This design comes from an exercise in tuning for small area on the open sky130 flow, not from production work. The RTL was checked by simulation tests, not by an equivalence proof against the original design. No driver is modelled on the clock port, so clock power and skew are understated where the tree is cut down; a real chip needs a root buffer or a tree. Power is estimated from default activity; no workload was simulated.

$ cat flow/standard.sh
#!/bin/bash
# synth_recipe.tcl (not shown) runs the flow's synth.tcl, then flattens the netlist and writes it again
# the make line also repeats each setting of config.mk as NAME=value (left out here)
make -C /OpenROAD-flow-scripts/flow DESIGN_CONFIG=/design/flow/config.mk WORK_HOME=/design/flow/orfs CLKGATE_MAP_FILE= SYNTH_SCRIPT=/design/flow/synth_recipe.tcl "${@:-finish}"
$ cat flow/flow/run.sh
#!/bin/bash
# Standard ORFS layout, with minimum-size port buffers and a small clock tree.
set -euo pipefail
export BUFFER_PORTS_ARGS="-buffer_cell sky130_fd_sc_hd__buf_1"
export CTS_ARGS="-buf_list sky130_fd_sc_hd__clkbuf_4 -root_buf sky130_fd_sc_hd__clkbuf_4 -dont_use_dummy_load -repair_clock_nets"
bash standard.sh > standard.log 2>&1
$ cat flow/design.v
module clock(clk,clr,switch,ad,adj,o_seg,a);
input clk,clr,switch,ad;
input [3:0] adj;
output [6:0] o_seg;
output [3:0] a;
reg [3:0] f;
reg [2:0] b;
reg [1:0] s;
wire tick_scan = (f == 4'd4);
wire tick_s = (f == 4'd9) & (b == 3'd0) & s[0];
wire [1:0] s_nx = s + {1'b0, tick_scan};
always @(posedge clk)
if (clr) begin
  f <= 4'd0;
  b <= 3'd0;
  s <= 2'd0;
end else begin
  f <= (f == 4'd9) ? 4'd0 : f + 4'd1;
  if (tick_scan) b <= (b == 3'd4) ? 3'd0 : b + 3'd1;
  s <= s_nx;
end
reg [3:0] so;    
reg [2:0] st;    
reg [3:0] mo;    
reg [2:0] mt;    
reg [3:0] ho;    
reg [1:0] ht;    
wire so9 = so[3] & so[0];
wire st5 = st[2] & st[0];
wire mo9 = mo[3] & mo[0];
wire mt5 = mt[2] & mt[0];
wire ht2 = ht[1];
wire run = ~ad;
wire c1 = so9;
wire c2 = c1 & st5;
wire c3 = c2 & mo9;
wire c4 = c3 & mt5;
wire c5 = c4 & ((ho == 4'd9) | (ht2 & (ho == 4'd3)));
wire en_so = tick_s & (run | (switch & adj[0]));
wire en_st = tick_s & (run ? c1 : (switch & adj[1]));
wire en_mo = tick_s & (run ? c2 : (~switch & adj[0]));
wire en_mt = tick_s & (run ? c3 : (~switch & adj[1]));
wire en_ho = tick_s & (run ? c4 : (~switch & adj[2]));
wire en_ht = tick_s & (run ? c5 : (~switch & adj[3]));
wire [3:0] t_so = {so[0] & (so[3] | (so[2] & so[1])), so[1] & so[0], so[0] & ~so[3], 1'b1};
wire [2:0] t_st = {st[0] & (st[1] | st[2]), st[0] & ~st[2], 1'b1};
wire [3:0] t_mo = {mo[0] & (mo[3] | (mo[2] & mo[1])), mo[1] & mo[0], mo[0] & ~mo[3], 1'b1};
wire [2:0] t_mt = {mt[0] & (mt[1] | mt[2]), mt[0] & ~mt[2], 1'b1};
wire w3 = ht2 & (ho == 4'd3);
wire w9 = ~ht2 & (ho == 4'd9);
wire [3:0] t_ho = {(ho[0] & ho[1] & ho[2]) | w9, ho[0] & ho[1] & ~w3, ho[0] & ~w9, 1'b1};
always @(posedge clk) begin
  so <= {4{~clr}} & (so ^ ({4{en_so}} & t_so));
  st <= {3{~clr}} & (st ^ ({3{en_st}} & t_st));
  mo <= {4{~clr}} & (mo ^ ({4{en_mo}} & t_mo));
  mt <= {3{~clr}} & (mt ^ ({3{en_mt}} & t_mt));
  ho <= {4{~clr}} & (ho ^ ({4{en_ho}} & t_ho));
  ht <= {2{~clr}} & (en_ht ? {ht[0], ~ht[1] & ~ht[0]} : ht);
end
reg [3:0] q;
reg [3:0] p;
reg [3:0] fld;
always @* begin
  case ({switch, s_nx})
    3'b000: fld = mo;
    3'b001: fld = {1'b0, mt};
    3'b010: fld = ho;
    3'b011: fld = {2'b00, ht};
    3'b100: fld = so;
    3'b101: fld = {1'b0, st};
    3'b110: fld = mo;
    default: fld = {1'b0, mt};
  endcase
end
reg vld;
always @* begin
  case (s)
    2'd2: vld = ~q[3] | (~q[2] & ~q[1]) | (~switch & ~q[2] & q[1] & ~q[0]);
    2'd3: vld = switch | (~q[2] & ~q[1]);
    default: vld = 1'b1;
  endcase
end
always @(posedge clk)
if (clr) begin
  q <= 4'd0;
  p <= 4'd15;
end else begin
  q <= fld;
  p <= q | {4{~vld}};
end
wire [6:0] seg;
assign seg[0] = (~p[3] & ~p[2] & ~p[1] & p[0]) | (p[3] & p[2]) | (p[2] & ~p[1] & ~p[0]);
assign seg[1] = (p[2] & p[1] & ~p[0]) | (p[3] & p[2]) | (p[2] & ~p[1] & p[0]);
assign seg[2] = (~p[3] & ~p[2] & p[1] & ~p[0]) | (p[3] & p[2]);
assign seg[3] = (p[3] & p[1]) | (p[2] & ~p[1] & ~p[0]) | (~p[3] & ~p[2] & ~p[1] & p[0]) | (p[2] & p[1] & p[0]);
assign seg[4] = (p[2] & ~p[1]) | p[0];
assign seg[5] = (p[1] & p[0]) | (~p[3] & ~p[2] & p[0]) | (~p[3] & ~p[2] & p[1]);
assign seg[6] = (~p[3] & ~p[2] & ~p[1]) | (p[2] & p[1] & p[0]);
assign o_seg = seg;
assign a = {~(s == 2'd3), ~(s == 2'd2), ~(s == 2'd1), ~(s == 2'd0)};
endmodule
$ cat flow/config.mk
export PLATFORM = sky130hd
export DESIGN_NAME = clock
export DESIGN_NICKNAME = clock
export VERILOG_FILES = /design/flow/design.v
export SDC_FILE = /design/flow/constraint.sdc
export NUM_CORES = 4
export LEC_CHECK = 0
export CAP_MARGIN = 20
export CORE_MARGIN = 2
export CORE_UTILIZATION = 40
export SLEW_MARGIN = 20
$ cat flow/constraint.sdc
create_clock -name core_clock -period 10.0 [get_ports {clk}]
set_input_delay 2.0000 -clock core_clock [delete_from_list [all_inputs] [get_ports {clk}]]
set_output_delay 2.0000 -clock core_clock [all_outputs]
set_load 0.01 [all_outputs]
==> metrics.md, run 1 <==
| Metric | Value |
|---|---|
| Share of the synthesized area in the top cell type | `34.5%` |
| Synth warn | `1` |
| Area Overhead vs Synth | `6.75%` |
| Die area | `5980 um^2` |
| Die H | `77.3 um` |
| Slew margin rel. | `41.3%` |
| Slowest stage delay, CP | `0.64 ns` |
| Ys async rst share | `0%` |
| Slew Limit Fails | `0` |
| CP Buf/Inv Count | `1` |
| Register area | `741 um^2` |
| Worst EP required | `10.23 ns` |
| Top cells by count, synth | `dfxtp_1, nand2_1, nor2_1, inv_1, nand2b_1` |
| Initial antenna violation count | `0` |
| Max Clk Rate | `0.278 GHz` |
| Post-synth EDFFs | `0` |
| GRT Resource Usage Total | `15.5%` |
| Seq/Total Area, Yosys | `34.5%` |
| # diodes | `0` |
| Min cycle time layout | `3.60 ns` |
| Status | `complete, no violations` |
| Crit path max fanout | `22` |
| Postcts setup bufs | `0` |
| Leakage | `0.000866 uW` |
| Yosys cell types | `56` |
| CTS max path bufs | `2` |
| Register bit total from synthesis | `37` |
| Synthesized cell area | `2150 um^2` |
| Drt wl/cell | `12.6 um` |
| Syn_nets | `273` |
| Max-cap violations | `0` |
| Row cnt | `26` |
| Multi-input gate area | `1290 um^2` |
| Synth area leader | `dfxtp_1` |
| Maximum vdd drop | `52.2 uV` |
| Die X | `77.3 um` |
| Cell with the most instances after synthesis | `dfxtp_1` |
| # IOs | `19` |
| Clk root buf | `clkbuf_4` |
| Global-route wire length before repair | `7580 um` |
| Num CTS Buffers | `5` |
| Placed Cells | `336` |
| Port buffer count | `18` |
| Post-Layout Cell Count | `341` |
| Post-cts resize count | `0` |
| DR pass1 iterations | `6` |
| GPL Wtd Cong | `0.790` |
| Vias/cell | `5.39` |
| Setup Skew | `0.0114 ns` |
| Mapped Cells | `259` |
| Cts hold-fix bufs | `0` |
| Setup CP Type | `in -> reg` |
| Worst Path Arrival | `3.83 ns` |
| Setup ws final | `6.40 ns` |
| Final Setup Violations | `0` |
| Family with the most delay on the worst path | `buffers and inverters` |
| Cell Chain, Critical Path | `buf_1 > nand2_1 > a211oi_1 > and3_1 > mux2_2` |
| DP Worst Slack | `6.08 ns` |
| CTS Sinks | `37` |
| Fillers | `548` |
| Hold/Removal Path Class | `reg -> reg` |
| CORE AREA | `5140 um^2` |
| Crit. End Element | `register` |
| Layout cells sized above 1 | `7.38%` |
| Layout net count | `287` |
| Top cells by area, synth | `dfxtp_1, mux2i_1, nand2_1, nand2b_1, nor2_1` |
| Residual DRC | `0` |
| Least-Margin Pin Slew | `0.881 ns` |
| Setup TNS | `0 ns` |
| Slowest CP cell | `buf_1` |
| Final WL | `4310 um` |
| Endpoints failing hold | `0` |
| Top FF cell, synth | `dfxtp_1` |
| PD cells | `110 nW/um^2` |
| RSZ-0062 raised after global routing | `false` |
| Initial core utilization | `41.8%` |
| Largest net degree at the start of global routing | `38` |
| Via Count | `1838` |
| DPL Wire Length | `3080 um` |
| Post-DRT Antenna Nets | `0` |
| CP Launch Type | `primary input` |
| Final period utilization | `36.0%` |
| Grt ovf | `0` |
| Clock transition at path regs | `0.11 ns` |
| CTS H-tree lvls | `2` |
| Starting DRT DRC Count | `81` |
| TritonCTS clock tree | `done` |
| Clock latency on the worst-skew pair | `0.34 ns` |
| Vias in the first global route | `1658` |
| Synthesized area per cell | `8.30 um^2` |
==> through the flow <==
stage / hold slack (ns) / utilization (%) / instance area [um^2] / total power, uW
final: 0.430 / 44.6 / 2290 / 253
after global routing: 0.459 / 44.6 / 2290 / 267
after CTS: 0.432 / 44.6 / 2290 / 256
after detailed placement: 0.406 / 43.9 / 2260 / 188
after global placement: 0.414 / 43.9 / 2260 / 188
after floorplan: 0.392 / - / 2150 / 180
==> worst paths after layout <==
check,from,to,slack (ns),cells past startpoint
worst max-delay path,switch,so[2]$_DFF_P_,6.40,5
worst min-delay path,q[3]$_SDFF_PP0_,p[3]$_SDFF_PP1_,0.43,2
worst max register to register,f[0]$_SDFF_PP0_,q[1]$_SDFF_PP0_,7.50,9
worst min register to register,q[3]$_SDFF_PP0_,p[3]$_SDFF_PP1_,0.43,2
==> state kept, by name (all words and copies together) (netlist names) <==
register and cells:
mt 3, p 4, mo 4, ho 4
st 3, f 4, s 2, q 4
ht 2, so 4, b 3
==> kinds of logic (layout without fill, tap and decap cells) <==
kind of cell	Yosys count	count (layout)	share of synthesized area [%]
flip-flops	37	37	34.5
AO/OA/AOI/OAI	54	54	18.1
AND/OR/NAND/NOR	112	112	28.0
multiplexers	16	16	7.80
adder cells (fa/ha/maj)	6	6	3.49
XOR/XNOR	6	6	2.79
buffers and inverters	28	40	5.35
==> layout make-up <==
cell class,instances,area share (%)
tap,70,3.82
clock buffer,5,1.64
sequential,37,32.3
multi-input combinational,194,56.4
timing repair buffer,19,3.27
inverter,16,2.62
==> power by group <==
group | switching (uW) | internal [uW]
clock network | 44.8 | 23.5
registers | 4.23 | 151
logic | 17.7 | 11.8
==> layer usage <==
layer / routed length (um) / track usage, %
met5: 0 / 0
met4: 65 / 4.82
met3: 245 / 4.12
met2: 1900 / 24.5
met1: 2100 / 20.5
==> worst min-delay path, delay by kind of cell (launching register included) <==
| kind | cells | cell delay (ns) |
|---|---|---|
| buffers and inverters | 1 | 0.05 |
| DFF | 1 | 0.32 |
| and+or+nand+nor | 1 | 0.04 |
==> layout by cell type (no fill, tap or decap), types with 4 or more instances in the layout <==
cell and n:
a21oi_1 12, nor2_1 21, or3_1 5, mux2i_1 10, clkbuf_4 5, a211oi_1 4, nand2_1 26, nor2b_1 10
mux2_2 6, buf_1 18, nand3_1 8, a21o_1 4, ha_1 6, o21ai_0 8, nor3_1 4, nand2b_1 13
and3_1 4, nand3b_1 7, inv_1 15, dfxtp_1 37
==> run 2: changes to the inputs <==
==> flow/flow/run.sh (replaced) <==
#!/bin/bash
# Standard ORFS layout with three changes: the synthesized netlist's
# combinational logic is re-mapped for area (registers untouched, proven
# equivalent), ports get minimum-size buffers, and the clock tree uses
# small buffers.
set -euo pipefail
W=$PWD
R=$W/orfs/results/sky130hd/clock/base
export BUFFER_PORTS_ARGS="-buffer_cell sky130_fd_sc_hd__buf_1"
export CTS_ARGS="-buf_list sky130_fd_sc_hd__clkbuf_8 -root_buf sky130_fd_sc_hd__clkbuf_8 -sink_clustering_enable -sink_clustering_size 40 -sink_clustering_max_diameter 300 -dont_use_dummy_load -repair_clock_nets"
bash standard.sh synth > synth.log 2>&1
cp $R/1_2_yosys.v $W/synth_std.v
if bash flow/reopt.sh $W/synth_std.v $W/synth_reopt.v > reopt.log 2>&1; then
  cp $W/synth_reopt.v $R/1_2_yosys.v
  rm -f $R/1_synth.odb $R/1_synth.sdc
  echo "re-mapped netlist in use" >> reopt.log
else
  echo "re-mapping failed or not proven; standard netlist kept" >> reopt.log
fi
bash standard.sh > layout.log 2>&1
==> flow/flow/deep.abc (new file) <==
strash
&get -n
&deepsyn -T 60
&put
dch -f
map -a
mfs2 -a
strash
dch -f
map -a
==> flow/flow/reopt.sh (new file) <==
#!/bin/bash
# reopt.sh IN.v OUT.v : re-map the combinational logic of a synthesized
# netlist for area with ABC; registers (instances, names, cell types) are kept.
set -euo pipefail
IN=$1; OUT=$2; HERE=$(cd "$(dirname "$0")" && pwd)
LIB=$FLOW_HOME/platforms/sky130hd/lib/sky130_fd_sc_hd__tt_025C_1v80.lib
DU=$(sed -n '/DONT_USE_CELLS/,/^#/p' $FLOW_HOME/platforms/sky130hd/config.mk | grep -o 'sky130_fd_sc_hd__[a-z0-9_]*' | sed 's/^/-dont_use /' | tr '\n' ' ')
cat > reopt.ys <<EOY
read_liberty -ignore_miss_func $LIB
read_verilog $IN
hierarchy -top clock
setattr -mod -set keep_hierarchy 1 sky130_fd_sc_hd__*df* sky130_fd_sc_hd__*dl*
flatten
delete t:\$scopeinfo
opt_clean
select -module clock
abc -liberty $LIB $DU -script $HERE/deep.abc
opt_clean
rename -hide w:*.*
opt_clean -purge
hilomap -singleton -hicell sky130_fd_sc_hd__conb_1 HI -locell sky130_fd_sc_hd__conb_1 LO
opt_clean -purge
write_verilog -noattr -nohex -nodec -selected $OUT
EOY
yosys -l reopt_yosys.log reopt.ys > /dev/null
# prove the new netlist equal to the old one, register by register
cat > reopt_eq.ys <<EOY
read_liberty -ignore_miss_func $LIB
read_verilog $IN
rename clock gold
read_verilog $OUT
rename clock gate
rename -hide gold/w:_* gate/w:_* gold/c:* gate/c:*
flatten gold gate
delete t:\$scopeinfo
opt_clean
equiv_make gold gate eq
hierarchy -top eq
equiv_simple -seq 2
equiv_induct -seq 2
equiv_status -assert
EOY
yosys -l reopt_eq.log reopt_eq.ys > /dev/null
==> metrics.md, run 2 <==
| Metric | Value |
|---|---|
| CTS Sinks | `37 (unchanged)` |
| Final period utilization | `42.3% (was 36.0%)` |
| # IOs | `19 (unchanged)` |
| Setup CP Type | `in -> reg (unchanged)` |
| Initial core utilization | `41.4% (was 41.8%)` |
| Max Clk Rate | `0.237 GHz (was 0.278 GHz)` |
| Max-cap violations | `0 (unchanged)` |
| Synthesized area per cell | `6.96 um^2 (was 8.30 um^2)` |
| Layout net count | `271 (was 287)` |
| Clock latency on the worst-skew pair | `0.29 ns (was 0.34 ns)` |
| Setup ws final | `5.77 ns (was 6.40 ns)` |
| Layout cells sized above 1 | `3.83% (was 7.38%)` |
| Vias in the first global route | `1427 (was 1658)` |
| Die area | `4670 um^2 (was 5980 um^2)` |
| Family with the most delay on the worst path | `simple AND/OR/NAND/NOR gates (was buffers and inverters)` |
| Min cycle time layout | `4.23 ns (was 3.60 ns)` |
| Worst Path Arrival | `4.39 ns (was 3.83 ns)` |
| DR pass1 iterations | `4 (was 6)` |
| Grt ovf | `0 (unchanged)` |
| Row cnt | `23 (was 26)` |
| Most common cell after layout, fill and taps aside | `nand2_1 (was dfxtp_1)` |
| Post-DRT Antenna Nets | `0 (unchanged)` |
| Setup TNS | `0 ns (unchanged)` |
| Die X | `68.3 um (was 77.3 um)` |
| Starting DRT DRC Count | `62 (was 81)` |
| Hold/Removal Path Class | `reg -> reg (unchanged)` |
| Syn_nets | `246 (was 273)` |
| Setup Skew | `0.00763 ns (was 0.0114 ns)` |
| RSZ-0062 raised after global routing | `false (unchanged)` |
| Leakage | `0.000683 uW (was 0.000866 uW)` |
| Clk root buf | `clkbuf_8 (was clkbuf_4)` |
| CTS max path bufs | `2 (unchanged)` |
| Slowest stage delay, CP | `0.58 ns (was 0.64 ns)` |
| TritonCTS clock tree | `done (unchanged)` |
| Most used cell along the critical path | `nor2_1` |
| Maximum vdd drop | `60.9 uV (was 52.2 uV)` |
| CTS H-tree lvls | `2 (unchanged)` |
| GPL Wtd Cong | `0.891 (was 0.790)` |
| Cell Chain, Critical Path | `buf_1 > nor2_1 > nand3_1 > clkinv_1 > nor2_1 > nor2_1 > o32ai_1 > clkinv_1 > nor2_1 > clkinv_1 > nand2_1 > nor2_1 > a22oi_1 > nand3_1 (was buf_1 > nand2_1 > a211oi_1 > and3_1 > mux2_2)` |
| Worst hold slack | `0.428 ns (was 0.430 ns)` |
| Final WL | `3570 um (was 4310 um)` |
| Crit path max fanout | `16 (was 22)` |
| Placed inst area | `1790 um^2 (was 2260 um^2)` |
| Port buffer count | `18 (unchanged)` |
| Post-cts resize count | `0 (unchanged)` |
| CP Launch Type | `primary input (unchanged)` |
| Commonest cells after routing, fill and taps aside | `nand2_1, nor2_1, clkinv_1, dfxtp_1, a21oi_1 (was dfxtp_1, nand2_1, nor2_1)` |
| Clock transition at path regs | `0.06 ns (was 0.11 ns)` |
| Final Cell Area | `1850 um^2 (was 2290 um^2)` |
| Mapped Cells | `238 (was 259)` |
| GRT Resource Usage Total | `18.3% (was 15.5%)` |
| Status | `complete, no violations (unchanged)` |
| CP Buf/Inv Count | `4 (was 1)` |
| Synthesized cell area | `1660 um^2 (was 2150 um^2)` |
| DP Worst Slack | `5.48 ns (was 6.08 ns)` |
| Slew Limit Fails | `0 (unchanged)` |
| Power Total | `280 uW (was 253 uW)` |
| CORE AREA | `4000 um^2 (was 5140 um^2)` |
| Die H | `68.3 um (was 77.3 um)` |
| Residual DRC | `0 (unchanged)` |
| Slowest CP cell | `buf_1 (unchanged)` |
| Via Count | `1554 (was 1838)` |
| Global-route wire length before repair | `6230 um (was 7580 um)` |
| Crit. End Element | `register (unchanged)` |
| Cts hold-fix bufs | `0 (unchanged)` |
| Postcts setup bufs | `0 (unchanged)` |
| Final Setup Violations | `0 (unchanged)` |
| Drt wl/cell | `11.5 um (was 12.6 um)` |
| DPL Wire Length | `2740 um (was 3080 um)` |
| Synth warn | `1 (unchanged)` |
| # diodes | `0 (unchanged)` |
| Worst EP required | `10.16 ns (was 10.23 ns)` |
| Num CTS Buffers | `5 (unchanged)` |
| Slew margin rel. | `37.0% (was 41.3%)` |
| Area Overhead vs Synth | `12.0% (was 6.75%)` |
| PD cells | `151 nW/um^2 (was 110 nW/um^2)` |
| Endpoints failing hold | `0 (unchanged)` |
| Vias/cell | `5.00 (was 5.39)` |
| Largest net degree at the start of global routing | `17 (was 38)` |
| Initial antenna violation count | `0 (unchanged)` |
| Least-Margin Pin Slew | `0.921 ns (was 0.881 ns)` |
==> run 2: power by group <==
| part | switching (uW) | internal [uW] | total, uW |
|---|---|---|---|
| Sequential | 3.51 | 151 | 155 |
| Combinational | 23.0 | 9.49 | 32.5 |
| Clock | 47.6 | 44.9 | 92.4 |
| Total | 74.1 | 206 | 280 |
==> run 2: per-stage QoR <==
step | utilization, % | std cells
2_1_floorplan | - | 238
3_3_place_gp | 44.6 | 306
3_5_place_dp | 44.6 | 306
4_1_cts | 46.4 | 311
5_1_grt | 46.4 | 311
6_report | 46.4 | 311
==> run 2: worst min-delay path, stage by stage (launching register included) <==
cell,delay (ns)
dfxtp_1,0.30
clkinv_1,0.04
nand2_1,0.04
==> run 2: worst paths after layout <==
check	startpoint	to	slack, ns	depth (start not counted)
worst max-delay path	clr	q[1]$_SDFF_PP0_	5.77	14
worst max register to register	s[0]$_SDFF_PP0_	ho[3]$_DFF_P_	7.02	15
worst min register to register	q[2]$_SDFF_PP0_	p[2]$_SDFF_PP1_	0.43	2
worst min-delay path	q[2]$_SDFF_PP0_	p[2]$_SDFF_PP1_	0.43	2
==> run 2: final cells by class <==
type / instances / area (um^2)
clock buffer: 5 / 68.8
fill: 415 / 2150
inverter: 37 / 139
multi-input combinational: 164 / 776
sequential: 37 / 741
tap: 50 / 62.6
timing repair buffer: 18 / 67.6
==> run 2: per-layer routing <==
layer	wire, um	track usage, %	vias to the layer above
met4	74	7.75	0
met5	0	0	-
met3	160	5.76	9
met2	1570	29.9	36
met1	1770	22.2	672
li1	-	-	837
==> run 3: changes to the inputs <==
--- a/flow/flow/run.sh
+++ b/flow/flow/run.sh
@@ -7,7 +7,7 @@
 W=$PWD
 R=$W/orfs/results/sky130hd/clock/base
 export BUFFER_PORTS_ARGS="-buffer_cell sky130_fd_sc_hd__buf_1"
-export CTS_ARGS="-buf_list sky130_fd_sc_hd__clkbuf_8 -root_buf sky130_fd_sc_hd__clkbuf_8 -sink_clustering_enable -sink_clustering_size 40 -sink_clustering_max_diameter 300 -dont_use_dummy_load -repair_clock_nets"
+export CTS_ARGS="-buf_list sky130_fd_sc_hd__clkbuf_2 -root_buf sky130_fd_sc_hd__clkbuf_4 -dont_use_dummy_load -repair_clock_nets"
 bash standard.sh synth > synth.log 2>&1
 cp $R/1_2_yosys.v $W/synth_std.v
 if bash flow/reopt.sh $W/synth_std.v $W/synth_reopt.v > reopt.log 2>&1; then
==> metrics.md, run 3 <==
| Metric | Value |
|---|---|
| Global-route wire length before repair | `6240 um (was 6230 um)` |
| Min cycle time layout | `4.16 ns (was 4.23 ns)` |
| Row cnt | `23 (unchanged)` |
| Clk root buf | `clkbuf_4 (was clkbuf_8)` |
| Starting DRT DRC Count | `90 (was 62)` |
| Final Setup Violations | `0 (unchanged)` |
| Worst Reg2Reg Path Length in Cells | `15 (unchanged)` |
| CTS H-tree lvls | `2 (unchanged)` |
| GPL Wtd Cong | `0.891 (unchanged)` |
| Final period utilization | `41.6% (was 42.3%)` |
| Max Clk Rate | `0.240 GHz (was 0.237 GHz)` |
| CTS Sinks | `37 (unchanged)` |
| DR pass1 iterations | `4 (unchanged)` |
| DP Worst Slack | `5.48 ns (unchanged)` |
| Initial core utilization | `41.4% (unchanged)` |
| Area Overhead vs Synth | `10.1% (was 12.0%)` |
| Clock transition at path regs | `0.10 ns (was 0.06 ns)` |
| Setup ws final | `5.84 ns (was 5.77 ns)` |
| Die H | `68.3 um (unchanged)` |
| Slew Limit Fails | `0 (unchanged)` |
| Setup CP Type | `in -> reg (unchanged)` |
| CP Launch Type | `primary input (unchanged)` |
| Setup TNS | `0 ns (unchanged)` |
| # diodes | `0 (unchanged)` |
| Slew margin rel. | `35.1% (was 37.0%)` |
| DPL Wire Length | `2740 um (unchanged)` |
| Leakage | `0.000670 uW (was 0.000683 uW)` |
| Worst hold slack | `0.433 ns (was 0.428 ns)` |
| Vias/cell | `5.01 (was 5.00)` |
| Vias in the first global route | `1437 (was 1427)` |
| Clock latency on the worst-skew pair | `0.34 ns (was 0.29 ns)` |
| Residual DRC | `0 (unchanged)` |
| Family with the most delay on the worst path | `buffers and inverters (was simple AND/OR/NAND/NOR gates)` |
| Cell Chain, Critical Path | `buf_1 > nor2_1 > nand3_1 > clkinv_1 > nor2_1 > nor2_1 > o32ai_1 > clkinv_1 > nor2_1 > clkinv_1 > nand2_1 > nor2_1 > a22oi_1 > nand3_1 (unchanged)` |
| TritonCTS clock tree | `done (unchanged)` |
| Final WL | `3540 um (was 3570 um)` |
| CORE AREA | `4000 um^2 (unchanged)` |
| Mapped Cells | `238 (unchanged)` |
| Layout net count | `271 (unchanged)` |
| CP Buf/Inv Count | `4 (unchanged)` |
| Worst EP required | `10.22 ns (was 10.16 ns)` |
| Post-cts resize count | `0 (unchanged)` |
| Most used cell along the critical path | `nor2_1 (unchanged)` |
| Least-Margin Pin Slew | `0.949 ns (was 0.921 ns)` |
| RSZ-0062 raised after global routing | `false (unchanged)` |
| CTS max path bufs | `2 (unchanged)` |
| Postcts setup bufs | `0 (unchanged)` |
| Critical Path Stages | `14 (unchanged)` |
| Largest net degree at the start of global routing | `17 (unchanged)` |
| Layout cells sized above 1 | `3.83% (unchanged)` |
| Syn_nets | `246 (unchanged)` |
| Post-DRT Antenna Nets | `0 (unchanged)` |
| # IOs | `19 (unchanged)` |
| Synth warn | `1 (unchanged)` |
| Crit path max fanout | `16 (unchanged)` |
| Crit. End Element | `register (unchanged)` |
| Max-cap violations | `0 (unchanged)` |
| Num CTS Buffers | `5 (unchanged)` |
| Synthesized area per cell | `6.96 um^2 (unchanged)` |
| Setup Skew | `0.0128 ns (was 0.00763 ns)` |
| Endpoints failing hold | `0 (unchanged)` |
| Slowest CP cell | `buf_1 (unchanged)` |
| Die area | `4670 um^2 (unchanged)` |
| Hold/Removal Path Class | `reg -> reg (unchanged)` |
| Grt ovf | `0 (unchanged)` |
| Via Count | `1557 (was 1554)` |
| Maximum vdd drop | `64.4 uV (was 60.9 uV)` |
| GRT Resource Usage Total | `18.2% (was 18.3%)` |
| Drt wl/cell | `11.4 um (was 11.5 um)` |
| Die X | `68.3 um (unchanged)` |
| Worst Path Arrival | `4.38 ns (was 4.39 ns)` |
| Synthesized cell area | `1660 um^2 (unchanged)` |
| Port buffer count | `18 (unchanged)` |
| Slowest stage delay, CP | `0.57 ns (was 0.58 ns)` |
| PD cells | `140 nW/um^2 (was 151 nW/um^2)` |
| Hold depth | `2 (unchanged)` |
| Post-Layout Cell Count | `311 (unchanged)` |
| Status | `complete, no violations (unchanged)` |
| Commonest cells after routing, fill and taps aside | `nand2_1, nor2_1, clkinv_1, dfxtp_1, a21oi_1 (unchanged)` |
| Most common cell after layout, fill and taps aside | `nand2_1 (unchanged)` |
| Initial antenna violation count | `0 (unchanged)` |
| Placed Cells | `306 (unchanged)` |
| Cts hold-fix bufs | `0 (unchanged)` |
[run 3: worst paths after layout]
kind / end / slack (ns) / from
setup / recovery: q[1]$_SDFF_PP0_ / 5.84 / clr
hold / removal: p[2]$_SDFF_PP1_ / 0.43 / q[2]$_SDFF_PP0_
setup reg to reg: ho[3]$_DFF_P_ / 7.01 / s[0]$_SDFF_PP0_
hold reg to reg: p[2]$_SDFF_PP1_ / 0.43 / q[2]$_SDFF_PP0_
[run 3: through the flow]
stage	power, uW	cell area [um^2]	util [%]
3_5_place_dp	191	1790	44.6
6_report	256	1820	45.6
4_1_cts	259	1820	45.6
5_1_grt	271	1820	45.6
2_1_floorplan	179	1660	-
3_3_place_gp	191	1790	44.6
[run 3: metal layers]
layer / share of wire (%) / track usage, % / vias up
li1: - / - / 837
met1: 48 / 22.1 / 676
met2: 45 / 29.9 / 37
met3: 4.6 / 5.43 / 7
met4: 2.4 / 7.75 / 0
met5: 0 / 0 / -
[run 3: area by class of cell]
cell class                 instances  area, um^2
multi-input combinational        164         776
timing repair buffer              18        67.6
clock buffer                       5        37.5
tap                               50        62.6
inverter                          37         139
fill                             419        2180
sequential                        37         741
[run 3: power by group]
part	switching (uW)	internal (uW)
combinational	22.9	9.49
sequential	3.45	151
clock	45.5	23.5
[run 3: worst min-delay path: stages, from the launching register on]
cell and delay (ns):
dfxtp_1 0.31, clkinv_1 0.04, nand2_1 0.04
==> run 4: changes to the inputs <==
--- a/flow/flow/run.sh
+++ b/flow/flow/run.sh
@@ -7,7 +7,7 @@
 W=$PWD
 R=$W/orfs/results/sky130hd/clock/base
 export BUFFER_PORTS_ARGS="-buffer_cell sky130_fd_sc_hd__buf_1"
-export CTS_ARGS="-buf_list sky130_fd_sc_hd__clkbuf_2 -root_buf sky130_fd_sc_hd__clkbuf_4 -dont_use_dummy_load -repair_clock_nets"
+export CTS_ARGS="-buf_list sky130_fd_sc_hd__clkbuf_4 -root_buf sky130_fd_sc_hd__clkbuf_4 -sink_clustering_enable -sink_clustering_size 20 -sink_clustering_max_diameter 300 -dont_use_dummy_load -repair_clock_nets"
 bash standard.sh synth > synth.log 2>&1
 cp $R/1_2_yosys.v $W/synth_std.v
 if bash flow/reopt.sh $W/synth_std.v $W/synth_reopt.v > reopt.log 2>&1; then
==> metrics.md, run 4 <==
| Metric | Value |
|---|---|
| DPL Wire Length | `2740 um (unchanged)` |
| RSZ-0062 raised after global routing | `false (unchanged)` |
| Met2 routed WL | `1580 um (unchanged)` |
| Maximum vdd drop | `64.4 uV (unchanged)` |
| Vias in the first global route | `1437 (unchanged)` |
| Die X | `68.3 um (unchanged)` |
| Synthesized cell area | `1660 um^2 (unchanged)` |
| Syn_nets | `246 (unchanged)` |
| GRT Resource Usage Total | `18.2% (unchanged)` |
| Final period utilization | `41.6% (unchanged)` |
| Met1 Wirelength | `1710 um (unchanged)` |
| Slew margin rel. | `35.1% (unchanged)` |
| Hold/Removal Path Class | `reg -> reg (unchanged)` |
| Postcts setup bufs | `0 (unchanged)` |
| Worst hold slack | `0.433 ns (unchanged)` |
| Cts hold-fix bufs | `0 (unchanged)` |
| Clock latency on the worst-skew pair | `0.34 ns (about the same)` |
| DR pass1 iterations | `4 (unchanged)` |
| Placed inst area | `1790 um^2 (unchanged)` |
| Max Clk Rate | `0.240 GHz (unchanged)` |
| Met3 routed WL | `162 um (unchanged)` |
| Global-route wire length before repair | `6240 um (unchanged)` |
| Status | `complete, no violations (unchanged)` |
| Grt ovf | `0 (unchanged)` |
| # IOs | `19 (unchanged)` |
| Residual DRC | `0 (unchanged)` |
| Leakage | `0.000670 uW (unchanged)` |
| # diodes | `0 (unchanged)` |
| Via Count | `1557 (unchanged)` |
| Clock transition at path regs | `0.10 ns (about the same)` |
| Initial antenna violation count | `0 (unchanged)` |
| Final Setup Violations | `0 (unchanged)` |
| Crit. End Element | `register (unchanged)` |
| Final WL | `3540 um (unchanged)` |
| Area Overhead vs Synth | `10.1% (unchanged)` |
| Clk root buf | `clkbuf_4 (unchanged)` |
| Synthesized area per cell | `6.96 um^2 (unchanged)` |
| Min cycle time layout | `4.16 ns (unchanged)` |
| Least-Margin Pin Slew | `0.949 ns (unchanged)` |
| Synth warn | `1 (unchanged)` |
| Drt wl/cell | `11.4 um (unchanged)` |
| Final Cell Area | `1820 um^2 (unchanged)` |
| Layout net count | `271 (unchanged)` |
| Max Used Layer | `met4 (unchanged)` |
| CP Launch Type | `primary input (unchanged)` |
| Initial core utilization | `41.4% (unchanged)` |
| Vias/cell | `5.01 (unchanged)` |
| Layout cells sized above 1 | `3.83% (unchanged)` |
| Commonest cells after routing, fill and taps aside | `nand2_1, nor2_1, clkinv_1, dfxtp_1, a21oi_1 (unchanged)` |
| Die area | `4670 um^2 (unchanged)` |
| PD cells | `140 nW/um^2 (unchanged)` |
| Die H | `68.3 um (unchanged)` |
| TritonCTS clock tree | `done (unchanged)` |
| Post-cts resize count | `0 (unchanged)` |
| Setup TNS | `0 ns (unchanged)` |
| Most common cell after layout, fill and taps aside | `nand2_1 (unchanged)` |
| CTS Sinks | `37 (unchanged)` |
| Mapped Cells | `238 (unchanged)` |
| Setup CP Type | `in -> reg (unchanged)` |
| Port buffer count | `18 (unchanged)` |
| Worst EP required | `10.22 ns (about the same)` |
| Setup Skew | `0.0128 ns (unchanged)` |
| Starting DRT DRC Count | `90 (unchanged)` |
| GPL Wtd Cong | `0.891 (unchanged)` |
| Row cnt | `23 (unchanged)` |
| Worst Path Arrival | `4.38 ns (about the same)` |
| Largest net degree at the start of global routing | `17 (unchanged)` |
| Crit path max fanout | `16 (unchanged)` |
| Slew Limit Fails | `0 (unchanged)` |
| CORE AREA | `4000 um^2 (unchanged)` |
| Max-cap violations | `0 (unchanged)` |
| Num CTS Buffers | `5 (unchanged)` |
| CTS H-tree lvls | `2 (unchanged)` |
| CTS max path bufs | `2 (unchanged)` |
| Endpoints failing hold | `0 (unchanged)` |
| Post-DRT Antenna Nets | `0 (unchanged)` |
[run 4: metrics by stage]
step	setup slack (ns)	util [%]	power [uW]	std cells
2_1_floorplan	6.42	-	179	238
3_3_place_gp	5.58	44.6	191	306
3_5_place_dp	5.48	44.6	191	306
4_1_cts	5.84	45.6	259	311
5_1_grt	5.49	45.6	271	311
6_report	5.84	45.6	256	311
[run 4: routing by layer]
layer / track usage (%) / vias up
li1: - / 837
met1: 22.1 / 676
met4: 7.75 / 0
met2: 29.9 / 37
met5: 0 / -
met3: 5.43 / 7
[run 4: worst max-delay path, cell delays in order]
cell and delay, ns:
buf_1 0.57, nor2_1 0.14, nand3_1 0.19, clkinv_1 0.11, nor2_1 0.14, nor2_1 0.07, o32ai_1 0.36, clkinv_1 0.12
nor2_1 0.11, clkinv_1 0.11, nand2_1 0.09, nor2_1 0.07, a22oi_1 0.20, nand3_1 0.09
[run 4: path summary, 6_finish.rpt]
kind / startpoint / end / slack [ns] / cells after the start
max: clr / q[1]$_SDFF_PP0_ / 5.84 / 14
min: q[2]$_SDFF_PP0_ / p[2]$_SDFF_PP1_ / 0.43 / 2
max reg2reg: s[0]$_SDFF_PP0_ / ho[3]$_DFF_P_ / 7.01 / 15
min reg2reg: q[2]$_SDFF_PP0_ / p[2]$_SDFF_PP1_ / 0.43 / 2
[run 4: power by group]
group | total, uW | switching [uW] | leakage, uW | internal [uW]
clock | 69.0 | 45.5 | 0.0000230 | 23.5
sequential | 155 | 3.45 | 0.000300 | 151
combinational | 32.4 | 22.9 | 0.000347 | 9.49
[run 4: layout make-up]
class                   count  area (um^2)
multi-input cells         164          776
well taps                  50         62.6
clock buffers               5         37.5
fillers                   419         2180
repair buffers             18         67.6
flip-flops and latches     37          741
inverters                  37          139
==> run 5: changes to the inputs <==
--- a/flow/flow/run.sh
+++ b/flow/flow/run.sh
@@ -7,7 +7,7 @@
 W=$PWD
 R=$W/orfs/results/sky130hd/clock/base
 export BUFFER_PORTS_ARGS="-buffer_cell sky130_fd_sc_hd__buf_1"
-export CTS_ARGS="-buf_list sky130_fd_sc_hd__clkbuf_4 -root_buf sky130_fd_sc_hd__clkbuf_4 -sink_clustering_enable -sink_clustering_size 20 -sink_clustering_max_diameter 300 -dont_use_dummy_load -repair_clock_nets"
+export CTS_ARGS="-buf_list sky130_fd_sc_hd__clkbuf_4 -root_buf sky130_fd_sc_hd__clkbuf_4 -dont_use_dummy_load -repair_clock_nets"
 bash standard.sh synth > synth.log 2>&1
 cp $R/1_2_yosys.v $W/synth_std.v
 if bash flow/reopt.sh $W/synth_std.v $W/synth_reopt.v > reopt.log 2>&1; then
==> metrics.md, run 5 <==
| Metric | Value |
|---|---|
| Global-route wire length before repair | `6240 um (unchanged)` |
| Slowest CP cell | `buf_1 (unchanged)` |
| Clock latency on the worst-skew pair | `0.34 ns (about the same)` |
| Setup CP Type | `in -> reg (unchanged)` |
| Worst EP required | `10.22 ns (about the same)` |
| Least-Margin Pin Slew | `0.949 ns (unchanged)` |
| Hold/Removal Path Class | `reg -> reg (unchanged)` |
| Commonest cells after routing, fill and taps aside | `nand2_1, nor2_1, clkinv_1, dfxtp_1, a21oi_1 (unchanged)` |
| Post-DRT Antenna Nets | `0 (unchanged)` |
| Vias/cell | `5.01 (unchanged)` |
| CORE AREA | `4000 um^2 (unchanged)` |
| Final Setup Violations | `0 (unchanged)` |
| DPL Wire Length | `2740 um (unchanged)` |
| CTS Sinks | `37 (unchanged)` |
| Largest net degree at the start of global routing | `17 (unchanged)` |
| Initial antenna violation count | `0 (unchanged)` |
| Vias in the first global route | `1437 (unchanged)` |
| Clk root buf | `clkbuf_4 (unchanged)` |
| Syn_nets | `246 (unchanged)` |
| Via Count | `1557 (unchanged)` |
| Die X | `68.3 um (unchanged)` |
| Min cycle time layout | `4.16 ns (unchanged)` |
| DP Worst Slack | `5.48 ns (unchanged)` |
| Num CTS Buffers | `5 (unchanged)` |
| PD cells | `140 nW/um^2 (unchanged)` |
| Maximum vdd drop | `64.4 uV (unchanged)` |
| RSZ-0062 raised after global routing | `false (unchanged)` |
| Die H | `68.3 um (unchanged)` |
| Slowest stage delay, CP | `0.57 ns (about the same)` |
| Synth warn | `1 (unchanged)` |
| GPL Wtd Cong | `0.891 (unchanged)` |
| Crit path max fanout | `16 (unchanged)` |
| Leakage | `0.000670 uW (unchanged)` |
| Layout net count | `271 (unchanged)` |
| Setup TNS | `0 ns (unchanged)` |
| Row cnt | `23 (unchanged)` |
| Grt ovf | `0 (unchanged)` |
| Final period utilization | `41.6% (unchanged)` |
| Max Clk Rate | `0.240 GHz (unchanged)` |
| Synthesized area per cell | `6.96 um^2 (unchanged)` |
| Die area | `4670 um^2 (unchanged)` |
| Layout cells sized above 1 | `3.83% (unchanged)` |
| Setup Skew | `0.0128 ns (unchanged)` |
| Post-cts resize count | `0 (unchanged)` |
| Most used cell along the critical path | `nor2_1 (unchanged)` |
| Cts hold-fix bufs | `0 (unchanged)` |
| Setup ws final | `5.84 ns (unchanged)` |
| Starting DRT DRC Count | `90 (unchanged)` |
| Worst Path Arrival | `4.38 ns (about the same)` |
| Synthesized cell area | `1660 um^2 (unchanged)` |
| Area Overhead vs Synth | `10.1% (unchanged)` |
| Status | `complete, no violations (unchanged)` |
| Residual DRC | `0 (unchanged)` |
| DR pass1 iterations | `4 (unchanged)` |
| Mapped Cells | `238 (unchanged)` |
| Endpoints failing hold | `0 (unchanged)` |
| CTS H-tree lvls | `2 (unchanged)` |
| TritonCTS clock tree | `done (unchanged)` |
| CTS max path bufs | `2 (unchanged)` |
| Cell Chain, Critical Path | `buf_1 > nor2_1 > nand3_1 > clkinv_1 > nor2_1 > nor2_1 > o32ai_1 > clkinv_1 > nor2_1 > clkinv_1 > nand2_1 > nor2_1 > a22oi_1 > nand3_1 (unchanged)` |
| GRT Resource Usage Total | `18.2% (unchanged)` |
| # IOs | `19 (unchanged)` |
| CP Launch Type | `primary input (unchanged)` |
| Most common cell after layout, fill and taps aside | `nand2_1 (unchanged)` |
| # diodes | `0 (unchanged)` |
| Slew Limit Fails | `0 (unchanged)` |
| Drt wl/cell | `11.4 um (unchanged)` |
| Slew margin rel. | `35.1% (unchanged)` |
| Port buffer count | `18 (unchanged)` |
| Clock transition at path regs | `0.10 ns (about the same)` |
| Postcts setup bufs | `0 (unchanged)` |
| Crit. End Element | `register (unchanged)` |
| Max-cap violations | `0 (unchanged)` |
| Final WL | `3540 um (unchanged)` |
| Initial core utilization | `41.4% (unchanged)` |
==> run 5: cell counts in the layout (fill, tap and decap cells not counted) <==
Identical to the previous run, type by type.
==> run 5: area by class of cell <==
class,count,area (um^2)
tap,50,62.6
multi-input combinational,164,776
fill,419,2180
sequential,37,741
inverter,37,139
clock buffer,5,37.5
timing repair buffer,18,67.6
==> run 5: report_power, final <==
group          internal (uW)  switching (uW)  leakage, uW
clock                   23.5            45.5    0.0000230
combinational           9.49            22.9     0.000347
sequential               151            3.45     0.000300
==> run 5: through the flow <==
stage,area (um^2),cells,hold WS (ns),power [uW],util [%]
2_1_floorplan,1660,238,0.406,179,-
3_3_place_gp,1790,306,0.415,191,44.6
6_report,1820,311,0.433,256,45.6
3_5_place_dp,1790,306,0.423,191,44.6
5_1_grt,1820,311,0.455,271,45.6
4_1_cts,1820,311,0.437,259,45.6
==> run 5: worst paths after layout <==
kind / from / to / slack, ns / depth (start not counted)
worst max-delay path: clr / q[1]$_SDFF_PP0_ / 5.84 / 14
worst min-delay path: q[2]$_SDFF_PP0_ / p[2]$_SDFF_PP1_ / 0.43 / 2
worst max register to register: s[0]$_SDFF_PP0_ / ho[3]$_DFF_P_ / 7.01 / 15
worst min register to register: q[2]$_SDFF_PP0_ / p[2]$_SDFF_PP1_ / 0.43 / 2
==> run 5: metal layers <==
layer	track usage, %	routed length [um]	vias up
li1	-	-	837
met1	22.1	1710	676
met2	29.9	1580	37
met3	5.43	162	7
met4	7.75	86	0
met5	0	0	-
==> run 5: worst max-delay path: cells and delay by family <==
| family | cells | cell delay, ns |
|---|---|---|
| compound gates | 2 | 0.56 |
| simple gates | 8 | 0.90 |
| buf+inv | 4 | 0.91 |
==> run 6: changes to the inputs <==
--- a/flow/flow/run.sh
+++ b/flow/flow/run.sh
@@ -8,6 +8,8 @@
 R=$W/orfs/results/sky130hd/clock/base
 export BUFFER_PORTS_ARGS="-buffer_cell sky130_fd_sc_hd__buf_1"
 export CTS_ARGS="-buf_list sky130_fd_sc_hd__clkbuf_4 -root_buf sky130_fd_sc_hd__clkbuf_4 -dont_use_dummy_load -repair_clock_nets"
+export POST_CTS_TCL=$W/flow/post_cts.tcl
+export CLOCK_ROOT_BUF=sky130_fd_sc_hd__clkbuf_16
 bash standard.sh synth > synth.log 2>&1
 cp $R/1_2_yosys.v $W/synth_std.v
 if bash flow/reopt.sh $W/synth_std.v $W/synth_reopt.v > reopt.log 2>&1; then
==> flow/flow/post_cts.tcl (new file) <==
# After CTS: fold the leaf clock buffers into the root buffer, so one
# buffer drives every register clock pin, and size that buffer.
set db [ord::get_db]
set block [ord::get_db_block]
set clk_net [[$block findBTerm clk] getNet]
set root ""
foreach it [$clk_net getITerms] {
  set inst [$it getInst]
  if {[string match "sky130_fd_sc_hd__clkbuf_*" [[$inst getMaster] getName]]} { set root $inst }
}
if {$root ne ""} {
  set root_out [[$root findITerm X] getNet]
  set leaves {}
  foreach it [$root_out getITerms] {
    set inst [$it getInst]
    if {$inst ne $root && [string match "sky130_fd_sc_hd__clkbuf_*" [[$inst getMaster] getName]]} { lappend leaves $inst }
  }
  foreach leaf $leaves {
    set out [[$leaf findITerm X] getNet]
    foreach it [$out getITerms] {
      if {[$it getInst] eq $leaf} { continue }
      $it disconnect
      $it connect $root_out
    }
    puts "removed clock buffer [$leaf getName]"
    odb::dbInst_destroy $leaf
    odb::dbNet_destroy $out
  }
  $root swapMaster [$db findMaster $::env(CLOCK_ROOT_BUF)]
  puts "clock root [$root getName] is $::env(CLOCK_ROOT_BUF)"
  detailed_placement
  estimate_parasitics -placement
  report_clock_min_period
  report_check_types -max_slew -max_capacitance
}
--- a/flow/config.mk
+++ b/flow/config.mk
@@ -7,5 +7,5 @@
 export LEC_CHECK = 0
 export CAP_MARGIN = 20
 export CORE_MARGIN = 2
-export CORE_UTILIZATION = 40
+export CORE_UTILIZATION = 55
 export SLEW_MARGIN = 20
==> metrics.md, run 6 <==
| Metric | Value |
|---|---|
| Status | `complete, no violations (unchanged)` |
| Setup CP Type | `in -> reg (unchanged)` |
| Switching Share | `25.6% (was 28.0%)` |
| Setup TNS | `0 ns (unchanged)` |
| Drt wl/cell | `11.1 um (was 11.4 um)` |
| Final WL | `3200 um (was 3540 um)` |
| Reg2Reg Setup Slack | `7.03 ns (was 7.01 ns)` |
| Vias/cell | `5.21 (was 5.01)` |
| Min cycle time layout | `3.89 ns (was 4.16 ns)` |
| Grt ovf | `0 (unchanged)` |
| GR Layer Usage met3 | `3.08% (was 5.43%)` |
| CP Buf/Inv Count | `5 (was 4)` |
| Grt met2 use | `39.5% (was 29.9%)` |
| Mapped Cells | `238 (unchanged)` |
| Int Pwr | `180 uW (was 184 uW)` |
| Final Setup Violations | `0 (unchanged)` |
| Commonest cells after routing, fill and taps aside | `nand2_1, nor2_1, clkinv_1, dfxtp_1, a21oi_1 (unchanged)` |
| CTS Sinks | `37 (unchanged)` |
| Worst r2r dst | `ho[3]$_DFF_P_ (unchanged)` |
| DR pass1 iterations | `16 (was 4)` |
| Setup Skew | `0.00545 ns (was 0.0128 ns)` |
| Max-cap violations | `0 (unchanged)` |
| Slew margin rel. | `42.2% (was 35.1%)` |
| # diodes | `0 (unchanged)` |
| Initial antenna violation count | `0 (unchanged)` |
| Layout net count | `268 (was 271)` |
| CP Launch Type | `primary input (unchanged)` |
| Post-DRT Antenna Nets | `0 (unchanged)` |
| Worst hold slack | `0.433 ns (about the same)` |
| Worst EP required | `10.13 ns (was 10.22 ns)` |
| Layout cells sized above 1 | `2.71% (was 3.83%)` |
| Endpoints failing hold | `0 (unchanged)` |
| Min-Delay Endpoint | `p[2]$_SDFF_PP1_ (unchanged)` |
| Starting DRT DRC Count | `118 (was 90)` |
| Switching Power | `61.9 uW (was 71.8 uW)` |
| Leakage | `0.000665 uW (was 0.000670 uW)` |
| Via Count | `1506 (was 1557)` |
| # IOs | `19 (unchanged)` |
| Final period utilization | `38.9% (was 41.6%)` |
| Most used cell along the critical path | `nor2_1 (unchanged)` |
| HP Start | `q[2]$_SDFF_PP0_ (unchanged)` |
| Post-layout util | `64.0% (was 45.6%)` |
| Max Clk Rate | `0.257 GHz (was 0.240 GHz)` |
| Residual DRC | `0 (unchanged)` |
| Most Crowded Layer GR | `met2 (unchanged)` |
| Least-Margin Pin Slew | `0.845 ns (was 0.949 ns)` |
| PD cells | `135 nW/um^2 (was 140 nW/um^2)` |
| Hold/Removal Path Class | `reg -> reg (unchanged)` |
| Register share of total power | `64.0% (was 60.4%)` |
| Worst Path Arrival | `4.02 ns (was 4.38 ns)` |
| Slew Limit Fails | `0 (unchanged)` |
| Vias in the first global route | `1250 (was 1437)` |
| Cell Chain, Critical Path | `buf_1 > buf_4 > nor2_1 > nand3_1 > clkinv_1 > nor2_1 > nor2_1 > o32ai_1 > clkinv_1 > nor2_1 > clkinv_1 > nor2_1 > a22oi_1 > nand3_1 (was buf_1 > nor2_1 > nand3_1 > clkinv_1 > nor2_1 > nor2_1 > o32ai_1 > clkinv_1 > nor2_1 > clkinv_1 > nand2_1 > nor2_1 > a22oi_1 > nand3_1)` |
| GPL Wtd Cong | `0.858 (was 0.891)` |
| Row cnt | `19 (was 23)` |
| Comb power frac | `13.5% (was 12.6%)` |
| Synth warn | `1 (unchanged)` |
| Crit. End Element | `register (unchanged)` |
| Crit path max fanout | `16 (unchanged)` |
| Global-route wire length before repair | `5330 um (was 6240 um)` |
| Clock transition at path regs | `0.12 ns (was 0.10 ns)` |
| DPL Wire Length | `2510 um (was 2740 um)` |
| Slowest stage delay, CP | `0.37 ns (was 0.57 ns)` |
| GRT Resource Usage Total | `23.1% (was 18.2%)` |
| Clk pwr share | `22.5% (was 26.9%)` |
| Synthesized area per cell | `6.96 um^2 (unchanged)` |
| Clock latency on the worst-skew pair | `0.18 ns (was 0.34 ns)` |
| Most common cell after layout, fill and taps aside | `nand2_1 (unchanged)` |
| Port buffer count | `18 (unchanged)` |
| Multi-input gate area | `776 um^2 (unchanged)` |
| Fillers | `288 (was 419)` |
| Largest net degree at the start of global routing | `38 (was 17)` |
| CORE AREA | `2810 um^2 (was 4000 um^2)` |
| Synthesized cell area | `1660 um^2 (unchanged)` |
| RSZ-0062 raised after global routing | `false (unchanged)` |
| Die X | `58.9 um (was 68.3 um)` |
| Setup ws final | `6.11 ns (was 5.84 ns)` |
| Initial core utilization | `59.0% (was 41.4%)` |
| Register area | `741 um^2 (unchanged)` |
| Family with the most delay on the worst path | `simple AND/OR/NAND/NOR gates (was buffers and inverters)` |
| Syn_nets | `246 (unchanged)` |
| Worst Reg2Reg Path Length in Cells | `15 (unchanged)` |
| DP Worst Slack | `5.92 ns (was 5.48 ns)` |
| Slowest CP cell | `o32ai_1 (was buf_1)` |
| R2R Path Start | `s[0]$_SDFF_PP0_ (unchanged)` |
| Die H | `58.9 um (was 68.3 um)` |
| Area Overhead vs Synth | `8.39% (was 10.1%)` |
| Met1 track demand over resource | `31.7% (was 22.1%)` |
| Hold depth | `2 (unchanged)` |
| Die area | `3460 um^2 (was 4670 um^2)` |
| Maximum vdd drop | `84.6 uV (was 64.4 uV)` |
-- run 6: cell count changes in the layout (fill, tap and decap cells not counted) --
| cell | change |
|---|---|
| buf_4 | +1 |
| clkbuf_4 | -5 |
| clkbuf_16 | +1 |
-- run 6: worst register-to-register path: cells and delay by family, from the launching register on --
kind,cells,cell delay [ns]
simple gates,11,1.81
buf+inv,3,0.44
flops,1,0.39
compound gates,1,0.23
-- run 6: through the flow --
stage	instances	power (uW)	cell area, um^2
finish	289	242	1790
global route	289	253	1790
detailed placement	288	191	1770
global placement	288	191	1770
floorplan	238	179	1660
-- run 6: cell type report --
type	instances	area share (%)
Multi-Input combinational cell	164	43.2
Tap cell	31	2.16
Inverter	37	7.74
Sequential cell	37	41.3
Timing Repair Buffer	19	4.18
Clock buffer	1	1.39
-- run 6: power groups by stage --
stage | Clock, uW | Sequential, uW | Combinational, uW
3_3_place_gp | 0 | 158 | 32.6
6_report | 54.5 | 155 | 32.6
2_1_floorplan | 0 | 157 | 22.1
5_1_grt | 61.4 | 155 | 36.0
3_5_place_dp | 0 | 158 | 32.5
-- run 6: worst max-delay path by stage --
stage	start	to	cells after the start
floorplan	ad	ho[3]$_DFF_P_	10
global placement	clr	q[0]$_SDFF_PP0_	15
detailed placement	clr	q[1]$_SDFF_PP0_	14
global route	clr	q[1]$_SDFF_PP0_	14
finish	clr	q[1]$_SDFF_PP0_	14
-- run 6: routing by layer --
metal | share of wire [%] | wire (um)
met1 | 49 | 1560
met2 | 44 | 1410
met3 | 6.6 | 211
met4 | 0.69 | 22
met5 | 0 | 0

-- re-timing with driven ports --
The flow's constraints put no driver on any port. The routed layouts listed below were extracted and timed again, unchanged, in two steps. Step 1 (the two cells are an assumption about what drives the block):
set clk [get_ports {clk}]
set_driving_cell -lib_cell sky130_fd_sc_hd__clkbuf_16 $clk
set_driving_cell -lib_cell sky130_fd_sc_hd__buf_2 [delete_from_list [all_inputs] $clk]
Step 2 adds t to the input delays and takes it off the output delays; t is the mean of the earliest and latest rising clock arrival at the registers after step 1. Input paths then give back, and output paths get back, about the clock's delay inside the block. Slacks: no drivers / after step 1 / after step 2; pairs: no drivers / after step 1.
run	shift t [ns]	setup WS [ns]	worst setup path after step 2	latest minus earliest clock arrival (ns)
run 1	0.357	6.398 / 6.390 / 6.033	input to register	0.011 / 0.012
run 2	0.308	5.773 / 5.774 / 5.466	input to register	0.008 / 0.008
run 3	0.354	5.838 / 5.839 / 5.485	input to register	0.013 / 0.013
run 4	0.354	5.838 / 5.839 / 5.485	input to register	0.013 / 0.013
run 5	0.354	5.838 / 5.839 / 5.485	input to register	0.013 / 0.013
run 6	0.212	6.111 / 6.121 / 5.909	input to register	0.006 / 0.006
After both steps every run listed still meets setup and hold. For run 1, which loses most, drivers alone change the setup slack by -0.008 ns; drivers and shift together by -0.365 ns.
